This is an optimization exercise on Yosys and OpenROAD, whose aim is small area, a short achievable clock period and few clock cycles, not a production implementation.
RTL that was checked went through simulation tests only; none was proved equivalent to the original.
No activity file was given, so power comes from the tool's default toggle rates.

## run 1
// SME
module SME(clk,reset,chardata,isstring,ispattern,valid,match,match_index);
Settings: LEC_CHECK=0, ABC_CLOCK_PERIOD_IN_PS=2800, CAP_MARGIN=20, CORE_MARGIN=2, CORE_UTILIZATION=40, CTS_BUF_LIST=sky130_fd_sc_hd__clkbuf_16, CTS_CLUSTER_DIAMETER=80, CTS_CLUSTER_SIZE=25, SETUP_SLACK_MARGIN=3.5, SLEW_MARGIN=20; clock period 6.2 ns.
run.sh (not shown) runs the stock make flow with config.mk's settings and CLKGATE_MAP_FILE= SYNTH_SCRIPT=/design/flow/synth_recipe.tcl, a recipe that flattens the netlist after the stock synthesis.
Testbench counts of run 1, summed over its fixed seeds: cycles 16,721.
> inputs changed (run 1 -> run 2)
Settings: SETUP_SLACK_MARGIN changed from 3.5 to 3.6; CORE_UTILIZATION changed from 40 to 60.
--- outcome ---
Run 2 vs run 1 on final instance area: run 2 is the lower one.
Compared with run 1, in run 2 worst hold margin has remained practically unchanged; global-route usage has increased; final setup slack of the worst path has increased.
Diff run 1 -> run 2 | flop-to-flop setup slack | increase of 0.06 ns
Diff run 1 -> run 2: pin count of the biggest net entering global routing now sits higher, routed wire length shrank by 1.3 mm.
--- input diff run 2..run 3 ---
Settings: CORE_UTILIZATION: 60 -> 40.
==> comparison <==
Run 2 has completed all stages; timing, DRC and antenna checks passed. Run 3: PASS, flow complete, no timing, DRC or antenna violations. Worst setup path startpoint = eq_r[12]: run 3; worst setup path startpoint = ispattern: run 2. Compared run 3 vs run 2, and routed wire length is up in run 3. Comparing total combinational power for run 2 and run 3, the bigger number came from run 2. Relative to run 2, the length of routed met3 wiring of run 3 is lower by 23%. Number of setup buffers added after CTS was lower in the run labelled run 3.

========
The RTL this note starts from:
==> flow/design.v <==
module SME(clk,reset,chardata,isstring,ispattern,valid,match,match_index);
  input clk;
  input reset;
  input [7:0] chardata;
  input isstring;
  input ispattern;
  output match;
  output [4:0] match_index;
  output valid;
  reg match;
  reg [4:0] match_index;
  reg valid;
  reg [7:0] s [0:31];        
  reg [5:0] len;             
  reg       prev_str;        
  reg [31:0] eq_r;
  reg        v_r;            
  reg        need_r, dol_r, star_r, shift_r, car_r;
  reg [32:0] D;              
  reg [4:0]  off;            
  reg        star_seen;
  reg [4:0]  start0;         
  integer k, j;
  wire newstr = isstring & ~prev_str;
  always @(posedge clk) begin
    if (isstring) begin
      for (k = 0; k < 31; k = k + 1) s[k] <= s[k+1];
      s[31] <= chardata;
      len <= newstr ? 6'd1 : len + 6'd1;
    end
  end
  reg [31:0] occ;
  always @(*)
    for (k = 0; k < 32; k = k + 1)
      occ[k] = ({1'b0, k[5:0]} + {1'b0, len}) >= 7'd32;
  wire is_dot  = (chardata == ".");
  wire is_dol  = (chardata == "$");
  wire is_star = (chardata == "*");
  wire is_car  = (chardata == "^");
  wire first = ispattern & ~v_r;    
  wire [7:0] cmp = {chardata[7], chardata[6] & ~is_car, chardata[5] | is_car,
                    chardata[4:3] & {2{~is_car}}, chardata[2] & ~(is_car | is_dol),
                    chardata[1] & ~is_car, chardata[0]};
  always @(posedge clk) begin
    for (k = 0; k < 32; k = k + 1) eq_r[k] <= (s[k] == cmp);
    dol_r   <= is_dol;
    star_r  <= is_star;
    need_r  <= ~(is_dot | is_star | is_car);
    car_r   <= is_car;
    shift_r <= ~(is_dol | is_star | is_car);
  end
  always @(posedge clk or posedge reset) begin
    if (reset) begin
      prev_str <= 1'b0;
      v_r <= 1'b0;
      valid <= 1'b0;
    end else begin
      prev_str <= isstring;
      v_r <= ispattern;
      valid <= v_r & ~ispattern;
    end
  end
  reg [32:0] X, Dn;
  reg [32:0] pre [0:6];
  always @(*) begin
    X[31:0] = D[31:0] & (eq_r | {32{~need_r}});
    X[32]   = D[32] & ~shift_r;
    pre[0] = X;
    for (j = 0; j < 6; j = j + 1)
      for (k = 0; k < 33; k = k + 1)
        pre[j+1][k] = ((k >> j) & 1) ? (pre[j][k] | pre[j][((k >> j) << j) - 1]) : pre[j][k];
    Dn = X;
    if (shift_r) Dn = {X[31:0], 1'b0};
    if (star_r)  Dn = pre[6];
    if (car_r)
      for (k = 1; k < 33; k = k + 1) Dn[k] = X[k] & (~X[k-1] | eq_r[k-1]);
  end
  reg [3:0] any;
  reg [2:0] loc [0:3];
  reg [3:0] sum3 [0:3];
  reg [1:0] hi [0:3];
  reg [4:0] idxb [0:3];
  reg [7:0] xb;
  always @(*) begin
    for (j = 0; j < 4; j = j + 1) begin
      xb = X[8*j +: 8];
      any[j] = |xb;
      loc[j][2] = ~(|xb[3:0]);
      loc[j][1] = loc[j][2] ? ~(|xb[5:4]) : ~(|xb[1:0]);
      loc[j][0] = loc[j][2] ? (loc[j][1] ? ~xb[6] : ~xb[4]) : (loc[j][1] ? ~xb[2] : ~xb[0]);
      sum3[j] = {1'b0, loc[j]} + {1'b0, off[2:0]};
      hi[j] = off[4:3] + j[1:0] + {1'b0, sum3[j][3]};
      idxb[j] = {hi[j], sum3[j][2:0]};
    end
  end
  wire [4:0] idx_now = any[0] ? idxb[0] : any[1] ? idxb[1] : any[2] ? idxb[2] :
                       any[3] ? idxb[3] : off;
  always @(posedge clk) begin
    D <= first ? {1'b0, occ} : Dn;
    off <= first ? len[4:0] : off - {4'd0, shift_r};
    star_seen <= ~first & (star_seen | star_r);
    if (star_r) start0 <= idx_now;
    match <= |X;
    match_index <= star_seen ? start0 : idx_now;
  end
endmodule
make LEC_CHECK=0 ABC_CLOCK_PERIOD_IN_PS=2400 CAP_MARGIN=20 CORE_MARGIN=2 CORE_UTILIZATION=40 SETUP_SLACK_MARGIN=3.8 SLEW_MARGIN=20 finish   # period 6.2 ns
The baseline completed with no timing, DRC or antenna violations.
Rerun with:
- ABC_CLOCK_PERIOD_IN_PS: 2400 -> 2800
- SETUP_SLACK_MARGIN: 3.8 -> 3.4
What happened:
- The new run produced a clean layout
- setup slack loses 0.016 ns
- core utilization came out lower by 3.0 points
- non-clock buffer count shrinks by 35
- power went up by 0.45%
- final area shrinks by 5.8%
- register-to-register slack gets worse by 0.02 ns
- wire length came out lower by 6.8%
- hold slack gains 0.0059 ns
No run of this note included a check of the RTL's function; only the layout flow was run.

## port drivers added, routing unchanged
How much do the figures lean on ideal ports? The routed layouts below were timed once more, with nothing changed but the port constraints. Step 1 (the two cells are an assumption about what drives the block):
set clk [get_ports {clk}]
set_driving_cell -lib_cell sky130_fd_sc_hd__clkbuf_16 $clk
set_driving_cell -lib_cell sky130_fd_sc_hd__buf_2 [delete_from_list [all_inputs] $clk]
Step 2 adds t to the input delays and takes it off the output delays; t is the mean of the earliest and latest rising clock arrival at the registers after step 1. Input paths then give back, and output paths get back, about the clock's delay inside the block. a / b / c = ideal ports / drivers / drivers and shift; a / b = the first two.
run	t, ns	slack for setup (ns)	hold WS [ns]	slew at the worst register clock pin (ns)	worst data-port slew with drivers (ns)
run 1	0.595	3.548 / 3.494 / 2.982	0.470 / 0.470 / 0.470	0.10 / 0.10	0.06
run 2	0.583	3.613 / 3.628 / 3.061	0.471 / 0.471 / 0.471	0.10 / 0.10	0.05
run 3	0.621	3.686 / 3.686 / 3.105	0.458 / 0.458 / 0.458	0.10 / 0.10	0.05
the first run of note 2	0.601	3.195 / 3.195 / 2.792	0.454 / 0.454 / 0.454	0.06 / 0.06	0.06
the second run of note 2	0.589	3.179 / 3.179 / 2.917	0.460 / 0.460 / 0.460	0.07 / 0.07	0.05
After both steps setup and hold are still met in every run listed. For run 3, which loses most, drivers alone change the setup slack by 0.000 ns; drivers and shift together by -0.581 ns.
